Source: an optimization exercise on an open RTL-to-GDS flow (aim: small area). Production flows keep margins and buffers that such runs may drop.
RTL that was checked went through simulation tests only; none was proved equivalent to the original.
Function not checked in run 5: the RTL went through the layout flow alone.
Power is estimated from default activity; no workload was simulated.

$ cat flow/run.sh
#!/bin/bash
# synth_recipe.tcl (not shown) runs the flow's synth.tcl, then flattens the netlist and writes it again
# the make line also repeats each setting of config.mk as NAME=value (left out here)
make -C /OpenROAD-flow-scripts/flow DESIGN_CONFIG=/design/flow/config.mk WORK_HOME=/design/flow/orfs CLKGATE_MAP_FILE= SYNTH_SCRIPT=/design/flow/synth_recipe.tcl finish
$ cat flow/config.mk
export PLATFORM = sky130hd
export DESIGN_NAME = top
export DESIGN_NICKNAME = top
export VERILOG_FILES = /design/flow/design.v
export SDC_FILE = /design/flow/constraint.sdc
export NUM_CORES = 4
export LEC_CHECK = 0
export CAP_MARGIN = 20
export CORE_MARGIN = 2
export CORE_UTILIZATION = 40
export SLEW_MARGIN = 20
$ cat flow/constraint.sdc
create_clock -name core_clock -period 10.0 [get_ports {clk_27mhz}]
set_input_delay 2.0000 -clock core_clock [delete_from_list [all_inputs] [get_ports {clk_27mhz}]]
set_output_delay 2.0000 -clock core_clock [all_outputs]
set_load 0.01 [all_outputs]
$ cat flow/design.v
module top (
    input  logic clk_27mhz,
    input  logic reset_n,
    output logic [3:0] keypad_cols,
    input  logic [3:0] keypad_rows,
    input  logic btn_div,
    input  logic btn_quot,
    input  logic btn_rem,
    input  logic btn_clear,
    output logic [7:0] segmentos_out,
    output logic [3:0] anodos_out
);
    localparam int          SN      = 12;
    localparam logic [SN-1:0] SC_TAPS = 12'd2179;
    localparam logic [SN-1:0] SC_X    = 12'd1634;
    localparam logic [SN-1:0] SC_S0   = 12'd3268;
    logic          sc_pressed;
    logic [SN-1:0] sc_t;
    logic [1:0]    col;
    wire any_row_low = ~&keypad_rows;
    wire sc_end = (sc_t == SC_X);
    wire sc_fb  = (^(sc_t & SC_TAPS)) ^ sc_end;
    always_ff @(posedge clk_27mhz or negedge reset_n) begin
        if (!reset_n) begin
            sc_pressed <= 1'b0;
            sc_t       <= SC_S0;
            col        <= '0;
        end else if (!sc_pressed) begin
            sc_t <= {sc_t[SN-2:0], sc_fb};
            if (sc_end) col <= col + 2'd1;
            if (any_row_low) sc_pressed <= 1'b1;
        end else if (!any_row_low) begin
            sc_pressed <= 1'b0;
        end
    end
    always_comb begin
        case (col)
            2'd0:    keypad_cols = 4'b1110;
            2'd1:    keypad_cols = 4'b1101;
            2'd2:    keypad_cols = 4'b1011;
            default: keypad_cols = 4'b0111;
        endcase
    end
    localparam int          DN      = 20;
    localparam logic [DN-1:0] DB_TAPS = 20'd524292;
    localparam logic [DN-1:0] DB_L    = 20'd0;
    localparam logic [DN-1:0] DB_T    = 20'd380236;
    logic          db_wait, db_level;
    logic [DN-1:0] db_q;
    wire db_diff = sc_pressed ^ db_level;
    wire db_done = (db_q == DB_T);
    wire tick    = db_wait & db_diff & db_done;
    always_ff @(posedge clk_27mhz or negedge reset_n) begin
        if (!reset_n) begin
            db_wait  <= 1'b0;
            db_level <= 1'b0;
        end else begin
            db_wait  <= db_diff & ~(db_wait & db_done);
            db_level <= db_level ^ tick;
        end
    end
    always_ff @(posedge clk_27mhz) begin
        if (db_wait) db_q <= {~db_q[DN-2:0], ^(db_q & DB_TAPS)};
        else         db_q <= DB_L;
    end
    logic       cur_valid;
    logic [3:0] cur_val;
    always_comb begin
        cur_valid = 1'b1;
        case ({col, keypad_rows})
            6'b00_1110: cur_val = 4'h1;
            6'b00_1101: cur_val = 4'h4;
            6'b00_1011: cur_val = 4'h7;
            6'b00_0111: cur_val = 4'hE;
            6'b01_1110: cur_val = 4'h2;
            6'b01_1101: cur_val = 4'h5;
            6'b01_1011: cur_val = 4'h8;
            6'b01_0111: cur_val = 4'h0;
            6'b10_1110: cur_val = 4'h3;
            6'b10_1101: cur_val = 4'h6;
            6'b10_1011: cur_val = 4'h9;
            6'b10_0111: cur_val = 4'hF;
            6'b11_1110: cur_val = 4'hA;
            6'b11_1101: cur_val = 4'hB;
            6'b11_1011: cur_val = 4'hC;
            6'b11_0111: cur_val = 4'hD;
            default: begin cur_valid = 1'b0; cur_val = 4'hx; end
        endcase
    end
    logic       key_valid;
    logic [3:0] key_val;
    always_ff @(posedge clk_27mhz) begin
        if (!sc_pressed && (!db_level || tick)) begin
            key_valid <= cur_valid;
            key_val   <= cur_val;
        end
    end
    wire       kd = tick & db_level & key_valid;
    wire [3:0] dv = key_val;
    logic [2:0] s_div, s_quot, s_rem, s_clr;
    logic p_div, p_quot, p_rem, p_clr;
    always_ff @(posedge clk_27mhz or negedge reset_n) begin
        if (!reset_n) begin
            s_div <= 3'b111; s_quot <= 3'b111; s_rem <= 3'b111; s_clr <= 3'b111;
            p_div <= 1'b1;   p_quot <= 1'b1;   p_rem <= 1'b1;   p_clr <= 1'b1;
        end else begin
            s_div  <= {s_div[1:0],  btn_div};
            s_quot <= {s_quot[1:0], btn_quot};
            s_rem  <= {s_rem[1:0],  btn_rem};
            s_clr  <= {s_clr[1:0],  btn_clear};
            p_div  <= s_div[2];
            p_quot <= s_quot[2];
            p_rem  <= s_rem[2];
            p_clr  <= s_clr[2];
        end
    end
    wire opd = p_div  & ~s_div[2];
    wire opq = p_quot & ~s_quot[2];
    wire opr = p_rem  & ~s_rem[2];
    wire opc = p_clr  & ~s_clr[2];
    typedef enum logic [2:0] {
        IDLE, NUM1, NUM2, CALC_Q, CALC_R, SHOW_Q, SHOW_R, SHOW_E
    } state_t;
    state_t st;
    logic [15:0] sr;        
    logic [7:0]  num2;      
    logic        n1z, n2z;  
    logic [3:0]  dc;        
    localparam logic [3:0] DC_ERR = 4'hF;
    wire       busy  = (dc != 4'd0) && (dc != DC_ERR);
    wire       step  = busy && (dc != 4'd1);
    wire [7:0] num1v = n1z ? 8'h00 : sr[7:0];
    wire [7:0] num2v = n2z ? 8'h00 : num2;
    wire       start = (st == NUM2) && !opc && !kd && (opq || opr);
    wire       w1    = (st == NUM1) && !opc && kd;
    wire       w2    = (st == NUM2) && !opc && kd;
    wire [8:0] diff  = {1'b0, sr[14:7]} - {1'b0, num2};
    always_ff @(posedge clk_27mhz or negedge reset_n) begin
        if (!reset_n) begin
            st <= IDLE;
            dc <= 4'd0;
        end else begin
            if (start && !busy)  dc <= (num2v == 8'h00) ? DC_ERR : 4'd9;
            else if (busy)       dc <= dc - 4'd1;
            if (opc) st <= IDLE;
            else case (st)
                IDLE:   if (kd) st <= NUM1;
                NUM1:   if (!kd && opd) st <= NUM2;
                NUM2:   if (start) st <= opq ? CALC_Q : CALC_R;
                CALC_Q, CALC_R:
                        if (!busy) st <= (dc == DC_ERR) ? SHOW_E :
                                         (st == CALC_Q) ? SHOW_Q : SHOW_R;
                SHOW_Q: if (opr) st <= SHOW_R; else if (opd) st <= NUM1;
                SHOW_R: if (opq) st <= SHOW_Q; else if (opd) st <= NUM1;
                SHOW_E: if (opd) st <= NUM1;
                default: st <= IDLE;
            endcase
        end
    end
    wire to_num1 = !opc && (((st == IDLE) && kd) ||
                            ((st == SHOW_Q) && !opr && opd) ||
                            ((st == SHOW_R) && !opq && opd) ||
                            ((st == SHOW_E) && opd));
    wire to_num2 = !opc && (st == NUM1) && !kd && opd;
    always_ff @(posedge clk_27mhz) begin
        if (start && !busy)
            sr <= {8'h00, num1v};
        else if (step)
            sr <= diff[8] ? {sr[14:0], 1'b0} : {diff[7:0], sr[6:0], 1'b1};
        else if (w1)
            sr[7:0] <= {num1v[3:0], dv};
        if (to_num1)  n1z <= 1'b1;
        else if (w1)  n1z <= 1'b0;
        if (w2)       num2 <= {num2v[3:0], dv};
        if (to_num2)  n2z <= 1'b1;
        else if (w2)  n2z <= 1'b0;
    end
    localparam int          RL      = 12;
    localparam logic [RL-1:0] RF_TAPS = 12'd2179;
    logic [RL-1:0] rf_t;
    logic [1:0]    dsel;
    wire rf_end = (rf_t == '0);
    wire rf_fb  = (^(rf_t & RF_TAPS)) ^ (rf_t[RL-2:0] == '0);
    always_ff @(posedge clk_27mhz or negedge reset_n) begin
        if (!reset_n) begin
            rf_t <= RL'(1);
            dsel <= 2'd0;
        end else begin
            rf_t <= {rf_t[RL-2:0], rf_fb};
            if (rf_end) dsel <= dsel + 2'd1;
        end
    end
    logic [7:0] val;
    always_comb begin
        case (st)
            NUM1:    val = num1v;
            NUM2:    val = num2v;
            SHOW_Q:  val = sr[7:0];
            SHOW_R:  val = sr[15:8];
            default: val = 8'h00;
        endcase
    end
    logic [3:0] digit;
    always_comb begin
        if (st == CALC_Q || st == CALC_R) digit = 4'hD;
        else if (st == SHOW_E)            digit = 4'hE;
        else case (dsel)
            2'd2:    digit = val[7:4];
            2'd3:    digit = val[3:0];
            default: digit = 4'h0;
        endcase
    end
    always_comb begin
        case (digit)
            4'h0: segmentos_out[6:0] = 7'b0111111;
            4'h1: segmentos_out[6:0] = 7'b0000110;
            4'h2: segmentos_out[6:0] = 7'b1011011;
            4'h3: segmentos_out[6:0] = 7'b1001111;
            4'h4: segmentos_out[6:0] = 7'b1100110;
            4'h5: segmentos_out[6:0] = 7'b1101101;
            4'h6: segmentos_out[6:0] = 7'b1111101;
            4'h7: segmentos_out[6:0] = 7'b0000111;
            4'h8: segmentos_out[6:0] = 7'b1111111;
            4'h9: segmentos_out[6:0] = 7'b1101111;
            4'hA: segmentos_out[6:0] = 7'b1110111;
            4'hB: segmentos_out[6:0] = 7'b1111100;
            4'hC: segmentos_out[6:0] = 7'b0111001;
            4'hD: segmentos_out[6:0] = 7'b1011110;
            4'hE: segmentos_out[6:0] = 7'b1111001;
            default: segmentos_out[6:0] = 7'b1110001;
        endcase
        segmentos_out[7] = (dsel == 2'd1);
    end
    always_comb begin
        case (dsel)
            2'd0:    anodos_out = 4'b0001;
            2'd1:    anodos_out = 4'b0010;
            2'd2:    anodos_out = 4'b0100;
            default: anodos_out = 4'b1000;
        endcase
    end
endmodule
==> results of run 1 <==
-- flip-flops by register name (all words and copies together), names as in the netlist, 4 cells and up --
name,count
num2,8
sr,16
key_val,4
db_q,20
sc_t,12
dc,4
rf_t,12
-- final cells by class --
class / count / area (um2) / share of cell area
Clock buffer: 12 / 258 / 0.0418
Clock inverter: 4 / 33.8 / 0.00548
Inverter: 40 / 150 / 0.0244
Multi-Input combinational cell: 358 / 2630 / 0.427
Sequential cell: 105 / 2610 / 0.424
Tap cell: 176 / 220 / 0.0357
Timing Repair Buffer: 27 / 260 / 0.0422
-- kinds of logic (layout without fill, tap and decap cells) --
logic type      count (synthesis)  in the layout  synth area share
compound gates                125            125             0.163
fa+ha+maj                      34             34            0.0785
flops                         105            105             0.473
simple gates                  160            160             0.162
xor+xnor                       12             12            0.0191
buf+inv                        63             83            0.0501
mux                            27             27            0.0542
-- critical path, cell delays in order, from the launching register on --
cell,delay (ns)
dfrtp_1,0.96
mux2_2,0.42
a22oi_1,0.14
o22ai_1,0.14
a211o_1,0.29
ha_1,0.25
mux2_4,0.28
mux2i_1,0.14
clkdlybuf4s50_1,0.55
-- synthesized netlist by cell type (all sizes together) (4+ instances only) --
cell type,instances,area [um2]
inv,40,150
o21ai,32,160
nand3,8,45.0
o21a,4,30.0
and2,4,25.0
ha,33,413
xnor2,11,96.3
mux2i,10,100
a211o,4,35.0
dfstp,22,578
edfxtp,21,631
o22ai,10,62.6
dfxtp,30,601
o31ai,7,57.6
clkbuf,11,41.3
nor3,8,45.0
a21oi,22,118
o221a,4,45.0
mux2,17,199
buf,12,85.1
nor2b,31,194
nand4,6,37.5
nor4bb,4,40.0
nand2,42,158
a31oi,5,31.3
nand2b,8,57.6
dfrtp,32,801
nor2,31,143
-- worst max path at each step --
stage | cells after the start | slack [ns] | to | start
after CTS | 8 | 4.46 | segmentos_out[3] | st[2]
final | 8 | 4.47 | segmentos_out[3] | st[2]
after global placement | 8 | 4.91 | segmentos_out[3] | st[2]
after floorplan | 13 | 5.62 | segmentos_out[0] | dsel[0]
after global routing | 11 | 4.10 | segmentos_out[0] | st[2]
after detailed placement | 8 | 4.84 | segmentos_out[3] | st[2]
-- where the power goes --
| group | internal (mW) | switching [mW] | total, mW |
|---|---|---|---|
| combinational | 0.0217 | 0.0189 | 0.0406 |
| clock | 0.187 | 0.157 | 0.344 |
| sequential | 0.473 | 0.0185 | 0.491 |
-- per-layer routing --
| layer | vias up | global-route usage |
|---|---|---|
| met1 | 1885 | 0.211 |
| met5 | - | 0 |
| met4 | 0 | 0.0582 |
| met3 | 20 | 0.0334 |
| met2 | 96 | 0.244 |
| li1 | 1904 | - |
-- through the flow --
step | utilization | cells | hold slack (ns)
4_1_cts | 0.462 | 722 | 0.352
2_1_floorplan | - | 526 | 0.345
5_1_grt | 0.462 | 722 | 0.351
6_report | 0.462 | 722 | 0.350
3_5_place_dp | 0.440 | 706 | 0.348
3_3_place_gp | 0.440 | 706 | 0.347
==> results.txt, run 1 <==
status=no timing/DRC/antenna violations; Hold EP=s_quot[1]; DP HPWL=7740 um; Worst R2R Path Depth=9; Routed Antenna Nets=0; PortBufs=25; flops & latches, synth=roughly 110; mean post-synth cell area=10.5 um2; crit path kind=reg -> out; hold depth=0; Synth cell types=between 80 and 90; final routed DRC violation total=0; Worst Tran Pin Value=between 0.9 and 1 ns; r2r endpoint=sr[5]; initial antenna violation count=0; Slew Limit Fails=0; Worst setup EP type=output pin; Fin. Hold Viols=0; CTS tree=built; final setup violation count=0; Vias=3,905; Tot GR Track Use=0.156; Max-slew headroom=0.368; TNS Setup=0 ns; largest net degree at the start of global routing=55; max cap viols=0; Seq/Total Area, Yosys=0.473; Synth Instances=526; WL per Instance=14.8 um; Worst EP required=8.00 ns; first-iteration detailed-routing DRC count=204; CP max FO=29; worst vdd ir=approximately 0.000078 V; Post-synth ARST share=0.514; H-tree Lvls=3; met3 WL=472 um; Lkg Pwr=2.48 nW; clk slew on worst S/H paths=roughly 0.070 ns; CTS buffer count=9; Starting Density=0.413; fin crit share=0.553; Die Wd=121 um; clock latency on the worst-skew pair=0.35 ns; Worst Skew=0.00846 ns; drt first pass iters=5; ANT cells=0; Fmax=between 0.15 and 0.2 GHz; Setup Fix Bufs, Post-CTS=0; CTS-repair resized insts=0; Syn Nets=570; final instance area=between 6000 and 7000 um2; top_reg_cell synth=dfrtp_1; CTS root buffer=clkbuf_16; Layout area overhead=11.7%; commonest cells after routing, fill and taps aside=nand2_1 (42), inv_1 (39), ha_1 (33); # hold bufs at CTS=0; dpl cell area=5870 um2; Reg2Reg Setup Slack=6.38 ns; Tot Pwr=just under 900 uW; # rows=42; WL met2=4970 um; Die ar.=14,700 um2; PnR worst setup slack=4.47 ns; unrepaired setup endpoints after global routing=false; Syn Std Cell Area=5520 um2; uppermost layer routed=met4; Worst Hold Class=reg -> reg; Routed WL=10,700 um; number of flops mapped to enable cells by yosys=21; warning count from the yosys run=1; grt ovf=0; Core ar.=roughly 13,000 um2; number of global-route vias before repair=3,747; CP Launch Type=flop; Worst Path Arrival=3.53 ns; hold wc startpoint=s_quot[0]; Metal-1 WL=5070 um; number of vias per cell=5.41; clock sink count=105; Pwr per Cell Area=142 nW/um2; GPL Wtd Cong=0.814; Fillers=1,270; pre-CTS setup slack=4.84 ns; reg-to-reg startpoint=sc_pressed; Tmin final=about 5.5 ns; Final nets=585; Longest Clk Path Bufs=2; share of cells above drive strength 1=0.136; IO Pins=26; chip height=121 um; commonest non-fill, non-tap cell in the layout=nand2_1; first-pass GRT wire length=18,200 um
==> run 2, diff against run 1 <==
--- a/flow/config.mk
+++ b/flow/config.mk
@@ -9,3 +9,6 @@
 export CORE_MARGIN = 2
-export CORE_UTILIZATION = 40
+export CORE_UTILIZATION = 65
+export CTS_BUF_LIST = sky130_fd_sc_hd__clkbuf_4 sky130_fd_sc_hd__clkbuf_8
+export CTS_CLUSTER_DIAMETER = 100
+export CTS_CLUSTER_SIZE = 30
 export SLEW_MARGIN = 20
==> results.txt, run 2 <==
status=no timing/DRC/antenna violations; most common cell in the netlist=nand2_1; Vias=3,892 (-0.33%); CTS-repair resized insts=0 (unchanged); Worst Skew=0.0140 ns (+0.00557 ns); IO Pins=26 (unchanged); final routed DRC violation total=0 (unchanged); Tmin final=5.56 ns (+0.0337 ns); Layout area overhead=8.21%; grt ovf=0 (unchanged); CP Launch Type=flop; Slew Limit Fails=0 (unchanged); commonest cells after routing, fill and taps aside=nand2_1 (42), inv_1 (39), ha_1 (33); CTS buffer count=9 (unchanged); fin crit share=0.556 (+0.00337); first-iteration detailed-routing DRC count=200 (-2.0%); biggest regs=db_q x20, sr x16; number of flip-flops in the largest register=20 (unchanged); flops & latches, synth=105 (unchanged); leading post-synthesis cells by cell area=dfrtp_1 (15%), edfxtp_1 (11%), dfxtp_1 (11%), dfstp_2 (10%), ha_1 (7.5%); Starting Density=0.671 (+0.258); Synth area leader=dfrtp_1; Worst EP required=8.00 ns (about the same); Die ar.=9240 um2 (-37%); worst vdd ir=0.000123 V (+57%); initial antenna violation count=0 (unchanged); Synth cell types=81 (unchanged); Synth Instances=526 (unchanged); Routed WL=10,400 um (-2.8%); CP max FO=29 (unchanged); CTS root buffer=clkbuf_8; Worst Tran Pin Value=0.947 ns (-0.00148 ns); number of vias per cell=5.98 (+11%); Die Wd=96.1 um (-21%); Syn Nets=570 (unchanged); number of global-route vias before repair=3,778 (+0.83%); Lkg Pwr=2.43 nW (-2.0%); # rows=33 (-21%); Hold EP=s_rem[1]; clk slew on worst S/H paths=0.11 ns (+0.04 ns); Routed Antenna Nets=0 (unchanged); Max-slew headroom=0.369 (+0.000985); H-tree Lvls=3 (unchanged); Setup Fix Bufs, Post-CTS=0 (unchanged); Worst Hold Class=reg -> reg; number of flops mapped to enable cells by yosys=21 (unchanged); Seq/Total Area, Yosys=0.473 (unchanged); unrepaired setup endpoints after global routing=false; reg-to-reg startpoint=sc_pressed; Final nets=585 (unchanged); dpl cell area=5780 um2 (-1.5%); mean post-synth cell area=10.5 um2 (unchanged); Longest Clk Path Bufs=2 (unchanged); Crit path largest cell delay=0.98 ns (+0.02 ns); Yosys top cell area share=0.145 (unchanged); crit path kind=reg -> out; Pwr per Cell Area=131 nW/um2 (-7.7%); DP HPWL=7590 um (-1.9%); Fin. Hold Viols=0 (unchanged); share of cells above drive strength 1=0.139 (+0.00366); TNS Setup=0 ns (unchanged); commonest non-fill, non-tap cell in the layout=nand2_1; top_reg_cell synth=dfrtp_1; ANT cells=0 (unchanged); commonest cells in the synthesized netlist=nand2_1 (42), inv_1 (39), ha_1 (33), dfrtp_1 (32), nor2b_1 (31); Worst R2R Path Depth=9 (unchanged); Syn Std Cell Area=5520 um2 (unchanged); CP max stage cell=dfrtp_1; Fmax=0.180 GHz (-0.61%); Post-synth ARST share=0.514 (unchanged); CTS tree=built; hold wc startpoint=s_rem[0]; first-pass GRT wire length=17,400 um (-4.6%); Worst setup EP type=output pin; r2r endpoint=sr[0]; WL per Instance=16.0 um (+7.8%); PortBufs=25 (unchanged); max cap viols=0 (unchanged); warning count from the yosys run=1 (unchanged); Worst Path Arrival=3.56 ns (+0.03 ns); largest reg by FF count=db_q; clock sink count=105 (unchanged); drt first pass iters=5 (unchanged); largest net degree at the start of global routing=55 (unchanged); # hold bufs at CTS=0 (unchanged); Worst Setup SP=st[2]; chip height=96.1 um (-21%); hold depth=0 (unchanged); final setup violation count=0 (unchanged); Core ar.=8220 um2 (-38%); Critical Path, Cell by Cell=mux2_2, a22oi_1, o22ai_1, a211o_1, ha_1, mux2_4, mux2i_1, clkdlybuf4s50_1; final instance area=5970 um2 (-3.1%); Reg2Reg Setup Slack=6.56 ns (+0.18 ns); Layout Utilization=0.726 (+0.265); GPL Wtd Cong=0.877 (+7.7%); Tot GR Track Use=0.242 (+0.0865); clock latency on the worst-skew pair=0.37 ns (+0.02 ns)
run 2: cell types whose count changed in the layout (fill, tap and decap cells not counted):
cell        before  now
clkbuf_16       10    0
clkbuf_8         0    9
clkbuf_1         2    0
clkinv_4         1    0
clkinv_8         0    1
clkinvlp_4       0    1
inv_4            0    1
inv_6            1    2
run 2: kinds of logic after synthesis:
family,synth area share
adder cells (fa/ha/maj),0.0785
AO/OA/AOI/OAI,0.163
AND/OR/NAND/NOR,0.162
XOR/XNOR,0.0191
flip-flops,0.473
buffers and inverters,0.0501
multiplexers,0.0542
run 2: where the power goes:
group          internal (mW)  switching (mW)  total, mW  leakage, nW
combinational         0.0217          0.0193     0.0410         1.27
clock                 0.0960           0.154      0.250       0.0952
sequential             0.473          0.0202      0.493         1.07
total                  0.590           0.193      0.784         2.43
run 2: worst max-delay path by stage:
stage                                  end  depth (start not counted)
after global routing      segmentos_out[3]                          8
after detailed placement  segmentos_out[3]                          8
after floorplan           segmentos_out[0]                         13
final                     segmentos_out[3]                          8
after global placement    segmentos_out[3]                          8
after CTS                 segmentos_out[3]                          8
run 2: layout make-up:
cell class	count	area, um2
clock buffer	9	124
timing repair buffer	27	260
fill	604	2250
tap	105	131
clock inverter	7	63.8
multi-input combinational	358	2630
inverter	40	150
sequential	105	2610
run 2: worst max-delay path: cells and delay by family, from the launching register on:
kind / cells / cell delay, ns
buffers and inverters: 1 / 0.55
DFF: 1 / 0.98
muxes: 3 / 0.81
adders and majority gates: 1 / 0.26
AOI/OAI and AO/OA: 3 / 0.58
run 2: stage by stage:
step	worst slack [ns]	hold WS, ns	total power, mW	instances
6_report	4.44	0.357	0.784	651
3_5_place_dp	4.84	0.347	0.542	635
2_1_floorplan	5.62	0.345	0.523	526
5_1_grt	4.25	0.362	0.818	651
3_3_place_gp	4.93	0.345	0.539	635
4_1_cts	4.42	0.361	0.789	651
run 2: layer usage:
| metal | part of all wire | GRT usage |
|---|---|---|
| met1 | 0.47 | 0.326 |
| met4 | 0.016 | 0.0893 |
| met2 | 0.48 | 0.394 |
| met3 | 0.037 | 0.0415 |
| met5 | 0 | 0 |
==> run 3, diff against run 2 <==
==> flow/flow/run.sh (new file) <==
#!/bin/bash
# Layout flow: the standard synthesis, its combinational logic re-mapped by
# ABC for area (flip-flops untouched, checked equivalent), then the standard
# ORFS floorplan-to-finish with smaller port buffers and a leaner clock tree.
set -euo pipefail
HERE=$(pwd)
R=$HERE/orfs/results/$FLOW_PLATFORM/top/base
LIB=$FLOW_HOME/platforms/sky130hd/lib/sky130_fd_sc_hd__tt_025C_1v80.lib

bash standard.sh synth > log_1_synth.txt 2>&1

cp "$R/1_2_yosys.v" "$HERE/synth_std.v"
for f in reabc check equiv; do
  sed -e "s|@LIB@|$LIB|g" -e "s|@IN@|$HERE/synth_std.v|g" -e "s|@OUT@|$HERE/synth_area.v|g" \
      -e "s|@ABC@|$HERE/flow/area.abc|g" -e "s|@STAT@|$HERE/synth_area_stat.txt|g" \
      "flow/$f.ys" > "$HERE/$f.ys"
done
if yosys -s "$HERE/reabc.ys" > log_2_reabc.txt 2>&1 &&
   yosys -s "$HERE/check.ys" > log_3_check.txt 2>&1 &&
   yosys -s "$HERE/equiv.ys" > log_4_equiv.txt 2>&1; then
  echo "using the re-mapped netlist" > netlist_choice.txt
  cp "$HERE/synth_area.v" "$R/1_2_yosys.v"
  rm -f "$R/1_synth.odb" "$R/1_synth.sdc"
else
  echo "re-mapping failed; using the standard netlist" > netlist_choice.txt
fi

bash standard.sh \
  "BUFFER_PORTS_ARGS=-buffer_cell sky130_fd_sc_hd__buf_1" \
  "CTS_ARGS=$(cat flow/cts_args.txt)" \
  finish > log_5_finish.txt 2>&1
==> flow/flow/area.abc (new file) <==
strash
&get -n
&deepsyn -T 20
&put
dch -f
amap
==> flow/flow/check.ys (new file) <==
read_liberty -lib @LIB@
read_verilog @OUT@
hierarchy -top top
check -assert -mapped
==> flow/flow/cts_args.txt (new file) <==
-sink_clustering_enable -repair_clock_nets -buf_list sky130_fd_sc_hd__clkbuf_16 -sink_clustering_size 30 -sink_clustering_max_diameter 100
==> flow/flow/equiv.ys (new file) <==
# The re-mapped netlist must equal the standard one (registers paired by name).
read_liberty -ignore_miss_func @LIB@
read_verilog @IN@
rename top gold
read_verilog @OUT@
rename top gate
flatten gold gate
opt_clean
async2sync
equiv_make gold gate eq
hierarchy -top eq
equiv_simple
equiv_induct
equiv_status -assert
==> flow/flow/reabc.ys (new file) <==
# Re-map the combinational logic of the standard synthesis for area.
# The flip-flops (instances, names and cell types) are kept as they are.
read_liberty -ignore_miss_func @LIB@
read_verilog -sv @IN@
hierarchy -top top
setattr -mod -set keep_hierarchy 1 sky130_fd_sc_hd__df* sky130_fd_sc_hd__edf*
flatten
rename -hide w:*.*
opt_clean -purge
abc -liberty @LIB@ -dont_use sky130_fd_sc_hd__lpflow_bleeder_1 -dont_use sky130_fd_sc_hd__lpflow_clkbufkapwr_1 -dont_use sky130_fd_sc_hd__lpflow_clkbufkapwr_16 -dont_use sky130_fd_sc_hd__lpflow_clkbufkapwr_2 -dont_use sky130_fd_sc_hd__lpflow_clkbufkapwr_4 -dont_use sky130_fd_sc_hd__lpflow_clkbufkapwr_8 -dont_use sky130_fd_sc_hd__lpflow_clkinvkapwr_1 -dont_use sky130_fd_sc_hd__lpflow_clkinvkapwr_16 -dont_use sky130_fd_sc_hd__lpflow_clkinvkapwr_2 -dont_use sky130_fd_sc_hd__lpflow_clkinvkapwr_4 -dont_use sky130_fd_sc_hd__lpflow_clkinvkapwr_8 -dont_use sky130_fd_sc_hd__lpflow_decapkapwr_12 -dont_use sky130_fd_sc_hd__lpflow_decapkapwr_3 -dont_use sky130_fd_sc_hd__lpflow_decapkapwr_4 -dont_use sky130_fd_sc_hd__lpflow_decapkapwr_6 -dont_use sky130_fd_sc_hd__lpflow_decapkapwr_8 -dont_use sky130_fd_sc_hd__lpflow_inputiso0n_1 -dont_use sky130_fd_sc_hd__lpflow_inputiso0p_1 -dont_use sky130_fd_sc_hd__lpflow_inputiso1n_1 -dont_use sky130_fd_sc_hd__lpflow_inputiso1p_1 -dont_use sky130_fd_sc_hd__lpflow_inputisolatch_1 -dont_use sky130_fd_sc_hd__lpflow_isobufsrc_1 -dont_use sky130_fd_sc_hd__lpflow_isobufsrc_16 -dont_use sky130_fd_sc_hd__lpflow_isobufsrc_2 -dont_use sky130_fd_sc_hd__lpflow_isobufsrc_4 -dont_use sky130_fd_sc_hd__lpflow_isobufsrc_8 -dont_use sky130_fd_sc_hd__lpflow_isobufsrckapwr_16 -dont_use sky130_fd_sc_hd__lpflow_lsbuf_lh_hl_isowell_tap_1 -dont_use sky130_fd_sc_hd__lpflow_lsbuf_lh_hl_isowell_tap_2 -dont_use sky130_fd_sc_hd__lpflow_lsbuf_lh_hl_isowell_tap_4 -dont_use sky130_fd_sc_hd__lpflow_lsbuf_lh_isowell_4 -dont_use sky130_fd_sc_hd__lpflow_lsbuf_lh_isowell_tap_1 -dont_use sky130_fd_sc_hd__lpflow_lsbuf_lh_isowell_tap_2 -dont_use sky130_fd_sc_hd__lpflow_lsbuf_lh_isowell_tap_4 -dont_use sky130_fd_sc_hd__probe_p_8 -dont_use sky130_fd_sc_hd__probec_p_8  -script @ABC@
opt_clean -purge
setundef -zero
hilomap -singleton -hicell sky130_fd_sc_hd__conb_1 HI -locell sky130_fd_sc_hd__conb_1 LO
splitnets
opt_clean -purge
insbuf -buf sky130_fd_sc_hd__buf_4 A X
select top
tee -o @STAT@ stat -liberty @LIB@
write_verilog -noattr -nohex -nodec -selected @OUT@
==> flow/standard.sh (new file) <==
#!/bin/bash
# synth_recipe.tcl (not shown) runs the flow's synth.tcl, then flattens the netlist and writes it again
# the make line also repeats each setting of config.mk as NAME=value (left out here)
make -C /OpenROAD-flow-scripts/flow DESIGN_CONFIG=/design/flow/config.mk WORK_HOME=/design/flow/orfs CLKGATE_MAP_FILE= SYNTH_SCRIPT=/design/flow/synth_recipe.tcl "${@:-finish}"
--- a/flow/config.mk
+++ b/flow/config.mk
@@ -10,5 +10,2 @@
 export CORE_UTILIZATION = 65
-export CTS_BUF_LIST = sky130_fd_sc_hd__clkbuf_4 sky130_fd_sc_hd__clkbuf_8
-export CTS_CLUSTER_DIAMETER = 100
-export CTS_CLUSTER_SIZE = 30
 export SLEW_MARGIN = 20
removed: flow/run.sh
==> results.txt, run 3 <==
clock latency on the worst-skew pair=0.33 ns (-0.04 ns); Lkg Pwr=2.41 nW (-0.90%); CP max FO=29 (unchanged); Longest Clk Path Bufs=2 (unchanged); IO Pins=26 (unchanged); Routed WL=10,300 um (-1.1%); first-iteration detailed-routing DRC count=228 (+14%); warning count from the yosys run=1 (unchanged); Worst Skew=0.0102 ns (-0.00378 ns); max cap viols=0 (unchanged); Seq/Total Area, Yosys=0.473 (unchanged); top_reg_cell synth=dfrtp_1; final routed DRC violation total=0 (unchanged); Yosys top cell area share=0.145 (unchanged); final setup violation count=0 (unchanged); status=no timing/DRC/antenna violations; Routed Antenna Nets=0 (unchanged); flops & latches, synth=105 (unchanged); crit path kind=reg -> out; Non-Filler Instances=651 (unchanged); uppermost layer routed=met4; CP Launch Type=flop; Starting Density=0.671 (unchanged); placed cell count=635 (unchanged); Critical Path, Cell by Cell=mux2_2, a22oi_1, o22ai_1, a211o_1, ha_1, mux2_4, mux2i_1, buf_1; CP max stage cell=dfrtp_1; Syn Nets=570 (unchanged); leading post-synthesis cells by cell area=dfrtp_1 (15%), edfxtp_1 (11%), dfxtp_1 (11%), dfstp_2 (10%), ha_1 (7.5%); commonest cells after routing, fill and taps aside=nand2_1 (42), inv_1 (40), ha_1 (33); Vias=3,867 (-0.64%); Core ar.=8220 um2 (unchanged); Setup Fix Bufs, Post-CTS=0 (unchanged); PortBufs=25 (unchanged); Fmax=0.196 GHz (+8.8%); Tot GR Track Use=0.236 (-0.00637); # rows=33 (unchanged); Worst Hold Class=reg -> reg; Crit path max-delay family=flip-flops; Worst setup EP type=output pin; mean post-synth cell area=10.5 um2 (unchanged); met3 WL=346 um (-9.9%); number of flip-flops in the largest register=20 (unchanged); Syn Std Cell Area=5520 um2 (unchanged); Pwr per Cell Area=145 nW/um2 (+10%); clock sink count=105 (unchanged); WL per Instance=15.8 um (-1.1%); Final nets=585 (unchanged); worst vdd ir=0.000167 V (+36%); clk slew on worst S/H paths=0.07 ns (-0.04 ns); Layout Utilization=0.720 (-0.00685); Worst Tran Pin Value=0.928 ns (-0.0182 ns); commonest cells in the synthesized netlist=nand2_1 (42), inv_1 (39), ha_1 (33), dfrtp_1 (32), nor2b_1 (31); number of flops mapped to enable cells by yosys=21 (unchanged); ANT cells=0 (unchanged); WL met2=4950 um (-0.94%); Worst EP required=8.00 ns (about the same); most common cell in the netlist=nand2_1; grt ovf=0 (unchanged); Synth cell types=81 (unchanged); Die Wd=96.1 um (unchanged); number of global-route vias before repair=3,605 (-4.6%); Crit path largest cell delay=0.96 ns (-0.02 ns); fin crit share=0.511 (-0.0449); initial antenna violation count=0 (unchanged); drt first pass iters=4 (-1); DP HPWL=7420 um (-2.1%); Fillers=632 (+4.6%); biggest regs=db_q x20, sr x16; share of cells above drive strength 1=0.136 (-0.00366); Synth Instances=526 (unchanged); CTS buffer count=9 (unchanged); TNS Setup=0 ns (unchanged); Die ar.=9240 um2 (unchanged); Post-synth ARST share=0.514 (unchanged); Fin. Hold Viols=0 (unchanged); Metal-1 WL=4830 um (about the same); first-pass GRT wire length=16,800 um (-3.2%); CTS tree=built; Max-slew headroom=0.381 (+0.0121); unrepaired setup endpoints after global routing=false; Worst Path Buf+Inv=1 (unchanged); Layout area overhead=7.19%; CTS-repair resized insts=0 (unchanged); # hold bufs at CTS=0 (unchanged); GPL Wtd Cong=0.881 (+0.47%); Tmin final=5.11 ns (-0.449 ns); chip height=96.1 um (unchanged); largest net degree at the start of global routing=55 (unchanged); CTS root buffer=clkbuf_16; Slew Limit Fails=0 (unchanged); commonest non-fill, non-tap cell in the layout=nand2_1; Synth area leader=dfrtp_1; number of vias per cell=5.94 (-0.64%); largest reg by FF count=db_q; H-tree Lvls=3 (unchanged); Worst Path Arrival=3.11 ns (-0.45 ns)
run 3: cell type report:
cell class	count	area [um2]	share of cell area
Sequential cell	105	2610	0.441
Tap cell	105	131	0.0222
Timing Repair Buffer	27	110	0.0186
Clock buffer	9	225	0.0381
Inverter	40	150	0.0254
Multi-Input combinational cell	358	2630	0.445
Clock inverter	7	56.3	0.00952
run 3: metal layers:
metal / global-route usage / up-vias
li1: - / 1919
met1: 0.326 / 1868
met2: 0.382 / 65
met3: 0.0415 / 15
met4: 0.0679 / 0
met5: 0 / -
run 3: where the power goes:
group          internal (mW)  switching [mW]
Sequential             0.473          0.0193
Clock                  0.171           0.154
Combinational         0.0197          0.0188
Total                  0.664           0.192
run 3: kinds of logic after synthesis:
group	Yosys count	synth area share
AO/OA/AOI/OAI	125	0.163
XOR/XNOR	12	0.0191
adder cells (fa/ha/maj)	34	0.0785
buffers and inverters	63	0.0501
flip-flops	105	0.473
multiplexers	27	0.0542
AND/OR/NAND/NOR	160	0.162
run 3: final timing paths:
kind                             from               end  slack, ns  depth (start not counted)
setup reg to reg           sc_pressed             sr[1]       6.58                          9
setup / recovery                st[2]  segmentos_out[3]       4.89                          8
max in group asynchronous     reset_n           sc_t[3]       7.79                          2
hold reg to reg              s_rem[1]          s_rem[2]       0.36                          0
hold / removal               s_rem[1]          s_rem[2]       0.36                          0
min in group asynchronous     reset_n           dsel[0]       1.77                          2
run 3: stage by stage:
step / power [mW] / setup WS [ns] / cell area [um2] / hold slack [ns]
CTS: 0.865 / 4.87 / 5910 / 0.357
global route: 0.892 / 4.64 / 5910 / 0.360
detailed placement: 0.539 / 5.26 / 5630 / 0.347
global placement: 0.537 / 5.31 / 5630 / 0.345
floorplan: 0.523 / 5.62 / 5520 / 0.345
finish: 0.856 / 4.89 / 5910 / 0.356
==> run 4, diff against run 3 <==
--- a/flow/design.v
+++ b/flow/design.v
@@ -18,3 +18,3 @@
     logic [SN-1:0] sc_t;
-    logic [1:0]    col;
+    logic [1:0]    col;    
     wire any_row_low = ~&keypad_rows;
@@ -29,3 +29,3 @@
             sc_t <= {sc_t[SN-2:0], sc_fb};
-            if (sc_end) col <= col + 2'd1;
+            if (sc_end) col <= {col[0], ~col[1]};
             if (any_row_low) sc_pressed <= 1'b1;
@@ -37,5 +37,5 @@
         case (col)
-            2'd0:    keypad_cols = 4'b1110;
-            2'd1:    keypad_cols = 4'b1101;
-            2'd2:    keypad_cols = 4'b1011;
+            2'b00:   keypad_cols = 4'b1110;
+            2'b01:   keypad_cols = 4'b1101;
+            2'b11:   keypad_cols = 4'b1011;
             default: keypad_cols = 4'b0111;
@@ -58,3 +58,3 @@
             db_wait  <= db_diff & ~(db_wait & db_done);
-            db_level <= db_level ^ tick;
+            if (tick) db_level <= sc_pressed;
         end
@@ -78,10 +78,10 @@
             6'b01_0111: cur_val = 4'h0;
-            6'b10_1110: cur_val = 4'h3;
-            6'b10_1101: cur_val = 4'h6;
-            6'b10_1011: cur_val = 4'h9;
-            6'b10_0111: cur_val = 4'hF;
-            6'b11_1110: cur_val = 4'hA;
-            6'b11_1101: cur_val = 4'hB;
-            6'b11_1011: cur_val = 4'hC;
-            6'b11_0111: cur_val = 4'hD;
+            6'b11_1110: cur_val = 4'h3;
+            6'b11_1101: cur_val = 4'h6;
+            6'b11_1011: cur_val = 4'h9;
+            6'b11_0111: cur_val = 4'hF;
+            6'b10_1110: cur_val = 4'hA;
+            6'b10_1101: cur_val = 4'hB;
+            6'b10_1011: cur_val = 4'hC;
+            6'b10_0111: cur_val = 4'hD;
             default: begin cur_valid = 1'b0; cur_val = 4'hx; end
@@ -180,3 +180,3 @@
     logic [RL-1:0] rf_t;
-    logic [1:0]    dsel;
+    logic [1:0]    dsel;   
     wire rf_end = (rf_t == '0);
@@ -189,15 +189,8 @@
             rf_t <= {rf_t[RL-2:0], rf_fb};
-            if (rf_end) dsel <= dsel + 2'd1;
-        end
-    end
-    logic [7:0] val;
-    always_comb begin
-        case (st)
-            NUM1:    val = num1v;
-            NUM2:    val = num2v;
-            SHOW_Q:  val = sr[7:0];
-            SHOW_R:  val = sr[15:8];
-            default: val = 8'h00;
-        endcase
-    end
+            if (rf_end) dsel <= {dsel[0], ~dsel[1]};
+        end
+    end
+    wire [7:0] val = (st == SHOW_R) ? sr[15:8] : (st == NUM2) ? num2 : sr[7:0];
+    wire val_zero = (st == NUM1) ? n1z : (st == NUM2) ? n2z :
+                    !(st == SHOW_Q || st == SHOW_R);
     logic [3:0] digit;
@@ -206,7 +199,5 @@
         else if (st == SHOW_E)            digit = 4'hE;
-        else case (dsel)
-            2'd2:    digit = val[7:4];
-            2'd3:    digit = val[3:0];
-            default: digit = 4'h0;
-        endcase
+        else if (!dsel[1] || val_zero)    digit = 4'h0;
+        else if (dsel[0])                 digit = val[7:4];
+        else                              digit = val[3:0];
     end
@@ -231,3 +222,3 @@
         endcase
-        segmentos_out[7] = (dsel == 2'd1);
+        segmentos_out[7] = (dsel == 2'b01);
     end
@@ -235,5 +226,5 @@
         case (dsel)
-            2'd0:    anodos_out = 4'b0001;
-            2'd1:    anodos_out = 4'b0010;
-            2'd2:    anodos_out = 4'b0100;
+            2'b00:   anodos_out = 4'b0001;
+            2'b01:   anodos_out = 4'b0010;
+            2'b11:   anodos_out = 4'b0100;
             default: anodos_out = 4'b1000;
--- a/flow/flow/run.sh
+++ b/flow/flow/run.sh
@@ -14,3 +14,3 @@
   sed -e "s|@LIB@|$LIB|g" -e "s|@IN@|$HERE/synth_std.v|g" -e "s|@OUT@|$HERE/synth_area.v|g" \
-      -e "s|@ABC@|$HERE/flow/area.abc|g" -e "s|@STAT@|$HERE/synth_area_stat.txt|g" \
+      -e "s|@ABC@|$HERE/flow/area.abc|g" -e "s|@STAT@|$HERE/synth_area_stat.txt|g" -e "s|@HERE@|$HERE|g" \
       "flow/$f.ys" > "$HERE/$f.ys"
@@ -19,3 +19,5 @@
    yosys -s "$HERE/check.ys" > log_3_check.txt 2>&1 &&
-   yosys -s "$HERE/equiv.ys" > log_4_equiv.txt 2>&1; then
+   python3 flow/cutff.py "$HERE/synth_std.v" "$HERE/cut_std.v" 2> log_4_cut.txt &&
+   python3 flow/cutff.py "$HERE/synth_area.v" "$HERE/cut_area.v" 2>> log_4_cut.txt &&
+   yosys -s "$HERE/equiv.ys" > log_5_equiv.txt 2>&1; then
   echo "using the re-mapped netlist" > netlist_choice.txt
@@ -30,2 +32,2 @@
   "CTS_ARGS=$(cat flow/cts_args.txt)" \
-  finish > log_5_finish.txt 2>&1
+  finish > log_6_finish.txt 2>&1
==> flow/flow/cts_args.txt (replaced) <==
-sink_clustering_enable -repair_clock_nets -dont_use_dummy_load -buf_list sky130_fd_sc_hd__clkbuf_8 -sink_clustering_size 30 -sink_clustering_max_diameter 100
==> flow/flow/cutff.py (new file) <==
#!/usr/bin/env python3
"""Cut the flip-flops out of a yosys-written netlist: each flip-flop's output
becomes an input port and each of its other pins' nets an output port, named
after the flip-flop instance. Used to compare two netlists combinationally.
usage: cutff.py in.v out.v"""
import re, sys
src = open(sys.argv[1]).read()
inst_re = re.compile(r'^\s*(sky130_fd_sc_hd__(?:df|edf|sdf|dl)\w*)\s+(\\\S+|\w+)\s*\((.*?)\);\s*$', re.S | re.M)
pin_re = re.compile(r'\.(\w+)\s*\(\s*(.*?)\s*\)\s*(?:,|$)', re.S)
ports, decls, assigns = [], [], []
n = 0
def repl(m):
    global n
    cell, name, body = m.group(1), m.group(2), m.group(3)
    key = re.sub(r'[^A-Za-z0-9_]', '_', name.lstrip('\\'))
    n += 1
    for pin, net in pin_re.findall(body):
        if pin == 'CLK': continue
        p = 'ff_%s__%s' % (key, pin)
        if pin in ('Q', 'Q_N'):
            decls.append('  input %s;' % p); assigns.append('  assign %s = %s ;' % (net, p))
        else:
            decls.append('  output %s;' % p); assigns.append('  assign %s = %s ;' % (p, net))
        ports.append(p)
    return ''
out = inst_re.sub(repl, src)
# add ports to the module header
m = re.search(r'module\s+top\s*\((.*?)\);', out, re.S)
hdr = m.group(1).strip()
out = out[:m.start(1)] + hdr + ', ' + ', '.join(ports) + out[m.end(1):]
out = out.replace('endmodule', '\n'.join(decls + assigns) + '\nendmodule', 1)
open(sys.argv[2], 'w').write(out)
print('cut %d flip-flops' % n, file=sys.stderr)
==> flow/flow/equiv.ys (replaced) <==
# The re-mapped netlist must equal the standard one: both with their
# flip-flops cut out (paired by instance name), compared combinationally.
read_liberty -ignore_miss_func @LIB@
read_verilog @HERE@/cut_std.v
rename top gold
read_verilog @HERE@/cut_area.v
rename top gate
miter -equiv -flatten -make_assert gold gate m
hierarchy -top m
sat -verify -prove-asserts m
--- a/flow/config.mk
+++ b/flow/config.mk
@@ -9,3 +9,3 @@
 export CORE_MARGIN = 2
-export CORE_UTILIZATION = 65
+export CORE_UTILIZATION = 75
 export SLEW_MARGIN = 20
==> results.txt, run 4 <==
Syn Std Cell Area=4360 um2 (-21%); Starting Density=0.782 (+0.111); H-tree Lvls=3 (unchanged); Lkg Pwr=1.74 nW (-28%); # rows=27 (-18%); Layout Utilization=0.839 (+0.119); Tot Pwr=723 uW (-16%); number of flip-flops in the largest register=20 (unchanged); Max-slew headroom=0.385 (+0.00406); WL per Instance=16.9 um (+7.4%); hold wc startpoint=s_clr[2]; number of vias per cell=6.30 (+6.0%); Slew Limit Fails=0 (unchanged); pre-CTS setup slack=4.36 ns (-0.902 ns); biggest regs=db_q x20, sr x16; chip height=80.2 um (-17%); warning count from the yosys run=1 (unchanged); clock network power share=0.276 (-0.104); Synth Instances=461 (-12%); final setup violation count=0 (unchanged); largest reg by FF count=db_q; final hold slack=0.349 ns (-0.00740 ns); r2r endpoint=sr[13]; Worst Hold Class=reg -> reg; ANT cells=0 (unchanged); PnR worst setup slack=3.86 ns (-1.03 ns); Setup Fix Bufs, Post-CTS=0 (unchanged); number of global-route vias before repair=3,446 (-4.4%); largest net degree at the start of global routing=55 (unchanged); Syn Nets=471 (-17%); P_sw=158 uW (-18%); Worst setup EP type=output pin; CTS tree=built; Die ar.=6440 um2 (-30%); hold depth=0 (unchanged); Worst EP required=8.00 ns (about the same); CTS-repair resized insts=0 (unchanged); Vias=3,578 (-7.5%); reg-to-reg startpoint=num2[0]; clock sink count=105 (unchanged); placed cell count=559 (-12%); clock latency on the worst-skew pair=0.36 ns (+0.03 ns); Final nets=508 (-13%); worst vdd ir=0.000232 V (+39%); crit path kind=reg -> out; grt ovf=0 (unchanged); Pint=565 uW (-15%); Hold EP=p_clr; drt first pass iters=5 (+1); final instance area=4680 um2 (-21%); Sw Ratio=0.218 (-0.00610); CP max FO=10 (-66%); first-pass GRT wire length=15,900 um (-5.5%); Layout area overhead=7.26% (about the same); initial antenna violation count=0 (unchanged); fin crit share=0.614 (+0.103); CP Launch Type=flop; IO Pins=26 (unchanged); GPL Wtd Cong=0.949 (+7.7%); DP HPWL=7060 um (-4.9%); commonest non-fill, non-tap cell in the layout=nor2_1; CTS buffer count=9 (unchanged); Die Wd=80.2 um (-17%); Fin. Hold Viols=0 (unchanged); commonest cells after routing, fill and taps aside=nor2_1 (99), clkinv_1 (71), dfrtp_1 (32); Longest Clk Path Bufs=2 (unchanged); first-iteration detailed-routing DRC count=328 (+44%); Worst Skew=0.0314 ns (+0.0212 ns); combinational fraction of design power=0.046 (about the same); Tmin final=6.14 ns (+1.03 ns); PortBufs=25 (unchanged); Sequential Power Share=0.678 (+0.103); final routed DRC violation total=0 (unchanged); unrepaired setup endpoints after global routing=false; Non-Filler Instances=568 (-13%); Fmax=0.163 GHz (-17%); mean post-synth cell area=9.46 um2 (-9.8%); status=no timing/DRC/antenna violations; Worst Setup SP=dsel[0]; Routed WL=9620 um (-6.3%); # hold bufs at CTS=0 (unchanged); Routed Antenna Nets=0 (unchanged); Pwr per Cell Area=155 nW/um2 (+6.8%); Worst Path Arrival=4.14 ns (+1.03 ns); clk slew on worst S/H paths=0.08 ns (about the same); Worst Tran Pin Value=0.919 ns (-0.00949 ns); CTS root buffer=clkbuf_8; max cap viols=0 (unchanged); Tot GR Track Use=0.325 (+0.0895); share of cells above drive strength 1=0.0685 (-0.0670); Worst R2R Path Depth=24 (+15); TNS Setup=0 ns (unchanged); Reg2Reg Setup Slack=5.77 ns (-0.81 ns); Core ar.=5570 um2 (-32%); dpl cell area=4550 um2 (-19%)
## run 4: layer usage
layer  GRT usage  wire length, um
met4       0.107              276
met5           0                0
met3      0.0831              603
met2       0.581             4940
met1       0.382             3800
## run 4: critical path: stages, from the launching register on
cell and delay [ns]:
dfrtp_1 0.42, clkinv_1 0.25, nor2_1 0.21, clkinv_1 0.12
nor2_1 0.10, nor4_1 0.05, o21ai_0 0.38, clkinv_1 0.17
nor3_1 0.34, nor2_1 0.06, o21ai_0 0.14, o21ai_0 0.19
clkinv_1 0.12, o32ai_1 0.13, a31oi_1 0.25, clkinv_1 0.13
nor3_1 0.29, nor2_1 0.10, a31oi_1 0.18, buf_1 0.17
## run 4: cell type report
type	instances	area, um2
flip-flops and latches	105	2610
multi-input cells	284	1480
fillers	329	898
inverters	71	267
clock buffers	9	124
repair buffers	27	110
well taps	72	90.1
## run 4: how the worst max path moves through the flow
stage	end
2_1_floorplan	segmentos_out[0]
3_3_place_gp	segmentos_out[0]
3_5_place_dp	segmentos_out[0]
4_1_cts	segmentos_out[0]
5_1_grt	segmentos_out[0]
6_report	segmentos_out[0]
## run 4: power by group through the flow
stage / Combinational, mW / Sequential [mW] / Clock (mW)
5_1_grt: 0.0373 / 0.493 / 0.217
3_5_place_dp: 0.0336 / 0.498 / 0
6_report: 0.0329 / 0.490 / 0.199
3_3_place_gp: 0.0293 / 0.496 / 0
2_1_floorplan: 0.0203 / 0.492 / 0
4_1_cts: 0.0334 / 0.490 / 0.201
==> run 5, diff against run 4 <==
--- a/flow/design.v
+++ b/flow/design.v
@@ -99,23 +99,23 @@
     wire [3:0] dv = key_val;
-    logic [2:0] s_div, s_quot, s_rem, s_clr;
-    logic p_div, p_quot, p_rem, p_clr;
-    always_ff @(posedge clk_27mhz or negedge reset_n) begin
-        if (!reset_n) begin
-            s_div <= 3'b111; s_quot <= 3'b111; s_rem <= 3'b111; s_clr <= 3'b111;
-            p_div <= 1'b1;   p_quot <= 1'b1;   p_rem <= 1'b1;   p_clr <= 1'b1;
-        end else begin
-            s_div  <= {s_div[1:0],  btn_div};
-            s_quot <= {s_quot[1:0], btn_quot};
-            s_rem  <= {s_rem[1:0],  btn_rem};
-            s_clr  <= {s_clr[1:0],  btn_clear};
-            p_div  <= s_div[2];
-            p_quot <= s_quot[2];
-            p_rem  <= s_rem[2];
-            p_clr  <= s_clr[2];
-        end
-    end
-    wire opd = p_div  & ~s_div[2];
-    wire opq = p_quot & ~s_quot[2];
-    wire opr = p_rem  & ~s_rem[2];
-    wire opc = p_clr  & ~s_clr[2];
+    logic       s_div, s_quot, s_rem, s_clr;
+    logic [2:0] e_div, e_quot, e_rem, e_clr;
+    always_ff @(posedge clk_27mhz or negedge reset_n) begin
+        if (!reset_n) begin
+            s_div <= 1'b1;  s_quot <= 1'b1;  s_rem <= 1'b1;  s_clr <= 1'b1;
+            e_div <= 3'b0;  e_quot <= 3'b0;  e_rem <= 3'b0;  e_clr <= 3'b0;
+        end else begin
+            s_div  <= btn_div;
+            s_quot <= btn_quot;
+            s_rem  <= btn_rem;
+            s_clr  <= btn_clear;
+            e_div  <= {e_div[1:0],  s_div  & ~btn_div};
+            e_quot <= {e_quot[1:0], s_quot & ~btn_quot};
+            e_rem  <= {e_rem[1:0],  s_rem  & ~btn_rem};
+            e_clr  <= {e_clr[1:0],  s_clr  & ~btn_clear};
+        end
+    end
+    wire opd = e_div[2];
+    wire opq = e_quot[2];
+    wire opr = e_rem[2];
+    wire opc = e_clr[2];
     typedef enum logic [2:0] {
--- a/flow/config.mk
+++ b/flow/config.mk
@@ -9,3 +9,3 @@
 export CORE_MARGIN = 2
-export CORE_UTILIZATION = 75
+export CORE_UTILIZATION = 85
 export SLEW_MARGIN = 20
==> results.txt, run 5 <==
crit path kind=reg -> out; pre-CTS setup slack=4.88 ns (+0.524 ns); Fillers=163 (-50%); Synth Instances=470 (+2.0%); drt first pass iters=6 (+1); clock sink count=105 (unchanged); grt ovf=0 (unchanged); Starting Density=0.873 (+0.0909); number of flip-flops in the largest register=20 (unchanged); Worst Hold Class=reg -> reg; biggest regs=db_q x20, sr x16; Die ar.=5770 um2 (-10%); clock latency on the worst-skew pair=0.38 ns (+0.02 ns); commonest cells after routing, fill and taps aside=nor2_1 (97), clkinv_1 (65), dfrtp_1 (44); final instance area=4710 um2 (+0.80%); Fmax=0.176 GHz (+8.1%); Worst setup EP type=output pin; Fin. Hold Viols=0 (unchanged); Worst Tran Pin Value=1.00 ns (+0.0844 ns); combinational fraction of design power=0.060 (+0.014); Max-slew headroom=0.324 (-0.0611); share of cells above drive strength 1=0.0437 (-0.0249); CTS root buffer=clkbuf_8; dpl cell area=4580 um2 (+0.71%); Slew Limit Fails=0 (unchanged); GPL Wtd Cong=0.970 (+2.3%); warning count from the yosys run=1 (unchanged); Pwr per Cell Area=159 nW/um2 (+3.1%); unrepaired setup endpoints after global routing=false; CTS buffer count=9 (unchanged); final setup violation count=0 (unchanged); IO Pins=26 (unchanged); largest net degree at the start of global routing=55 (unchanged); # rows=26 (-3.7%); H-tree Lvls=3 (unchanged); CP max FO=12 (+2); Routed WL=12,900 um (+34%); Layout area overhead=7.08%; Core ar.=5040 um2 (-9.5%); PnR worst setup slack=4.32 ns (+0.463 ns); Worst Path Arrival=3.68 ns (-0.46 ns); number of vias per cell=7.30 (+16%); Tot Pwr=751 uW (+3.9%); PortBufs=25 (unchanged); DP HPWL=7740 um (+9.6%); Non-Filler Instances=574 (+1.1%); number of global-route vias before repair=4,117 (+19%); TNS Setup=0 ns (unchanged); clk slew on worst S/H paths=0.10 ns (+0.02 ns); Sw Ratio=0.249 (+0.0309); largest reg by FF count=db_q; WL per Instance=22.5 um (+33%); CTS tree=built; Final nets=516 (+1.6%); max cap viols=0 (unchanged); fin crit share=0.568 (-0.0463); Worst EP required=8.00 ns (about the same); Sequential Power Share=0.663 (-0.015); Lkg Pwr=1.76 nW (+0.72%); Syn Nets=480 (+1.9%); first-iteration detailed-routing DRC count=722 (+120%); Tmin final=5.68 ns (-0.463 ns); Routed Antenna Nets=0 (unchanged); final routed DRC violation total=0 (unchanged); worst vdd ir=0.000172 V (-26%); Longest Clk Path Bufs=2 (unchanged); Worst Skew=0.0263 ns (-0.00515 ns); initial antenna violation count=0 (unchanged); Setup Fix Bufs, Post-CTS=0 (unchanged); Vias=4,192 (+17%); ANT cells=0 (unchanged); placed cell count=565 (+1.1%); # hold bufs at CTS=0 (unchanged); CP Launch Type=flop; P_sw=187 uW (+19%); Pint=564 uW (-0.19%); commonest non-fill, non-tap cell in the layout=nor2_1; status=no timing/DRC/antenna violations; Tot GR Track Use=0.471 (+0.146); mean post-synth cell area=9.37 um2 (-0.96%); Die Wd=76.0 um (-5.3%); clock network power share=0.277 (about the same); Syn Std Cell Area=4400 um2 (+0.98%); first-pass GRT wire length=20,900 um (+31%); CTS-repair resized insts=0 (unchanged); chip height=76.0 um (-5.3%)
[run 5: cell count changes in the layout (fill, tap and decap cells not counted), moves of 4 or more]
cell,delta
dfstp_2,-12
nand2_1,+16
dfrtp_1,+12
clkinv_1,-6
nor3_1,-12
a211oi_1,+4
nor2b_1,+7
[run 5: worst paths after layout]
| path | start | endpoint | slack, ns | cells past startpoint |
|---|---|---|---|---|
| hold reg to reg | e_div[1] | e_div[2] | 0.36 | 0 |
| setup reg to reg | num2[0] | sr[0] | 5.04 | 23 |
| setup / recovery | st[2] | segmentos_out[5] | 4.32 | 14 |
| hold / removal | e_div[1] | e_div[2] | 0.36 | 0 |
| min in group asynchronous | reset_n | dc[1] | 1.74 | 2 |
| max in group asynchronous | reset_n | dc[3] | 7.81 | 2 |
[run 5: power by group through the flow]
stage | Combinational, mW | Sequential, mW | Clock (mW)
final | 0.0449 | 0.498 | 0.208
after global routing | 0.0470 | 0.498 | 0.223
after CTS | 0.0430 | 0.495 | 0.206
after detailed placement | 0.0383 | 0.499 | 0
after global placement | 0.0314 | 0.496 | 0
after floorplan | 0.0225 | 0.491 | 0
[run 5: routing by layer]
metal,part of all wire,up-vias,track usage
met3,0.12,137,0.163
met5,0,-,0
met1,0.33,1892,0.531
li1,-,1708,-
met2,0.47,455,0.774
met4,0.083,0,0.293
[run 5: layout make-up]
cell class / instances / area [um2] / share of cell area
Clock buffer: 9 / 124 / 0.0263
Inverter: 65 / 244 / 0.0518
Multi-Input combinational cell: 299 / 1560 / 0.331
Sequential cell: 105 / 2590 / 0.551
Tap cell: 70 / 87.6 / 0.0186
Timing Repair Buffer: 26 / 103 / 0.0218
[run 5: through the flow]
step	hold WS (ns)	util
after global routing	0.373	0.935
after CTS	0.362	0.934
final	0.360	0.935
after global placement	0.332	0.909
after floorplan	0.331	-
after detailed placement	0.336	0.909
[run 5: critical path: stages (launching register included)]
cell	delay (ns)
dfrtp_1	0.45
clkinv_1	0.35
nand2_1	0.26
nor2_1	0.06
nor4_1	0.33
o22ai_1	0.13
a31oi_1	0.27
clkinv_1	0.18
o221ai_1	0.39
o21a_1	0.27
nand3_1	0.08
o21ai_0	0.14
a21oi_1	0.12
nor2_1	0.12
buf_1	0.15

afterwards: timing with drivers on the ports:
Ports are ideal in the flow. The routed layouts listed here were re-timed in OpenROAD. Step 1 sets driving cells, clkbuf_16 on the clock port and buf_2 on the other inputs (assumed; they add their load-dependent delay and slew). Step 2 adds t to the input delays and takes it off the output delays; t is the mean of the earliest and latest rising clock arrival at the registers after step 1. Input paths then give back, and output paths get back, about the clock's delay inside the block. a / b / c = no drivers / after step 1 / after step 2; a / b = the first two.
| run | shift t [ns] | slack for setup (ns) | hold WS [ns] | worst data-port slew with drivers (ns) |
|---|---|---|---|---|
| run 1 | 0.385 | 4.470 / 4.428 / 4.813 | 0.350 / 0.350 / 0.350 | 0.03 |
| run 2 | 0.393 | 4.437 / 4.404 / 4.797 | 0.357 / 0.357 / 0.357 | 0.03 |
| run 3 | 0.368 | 4.886 / 4.847 / 5.215 | 0.356 / 0.356 / 0.356 | 0.03 |
| run 4 | 0.374 | 3.856 / 3.827 / 4.201 | 0.349 / 0.349 / 0.349 | 0.03 |
| run 5 | 0.393 | 4.318 / 4.289 / 4.683 | 0.360 / 0.360 / 0.360 | 0.04 |
After both steps setup and hold are still met in every run listed.
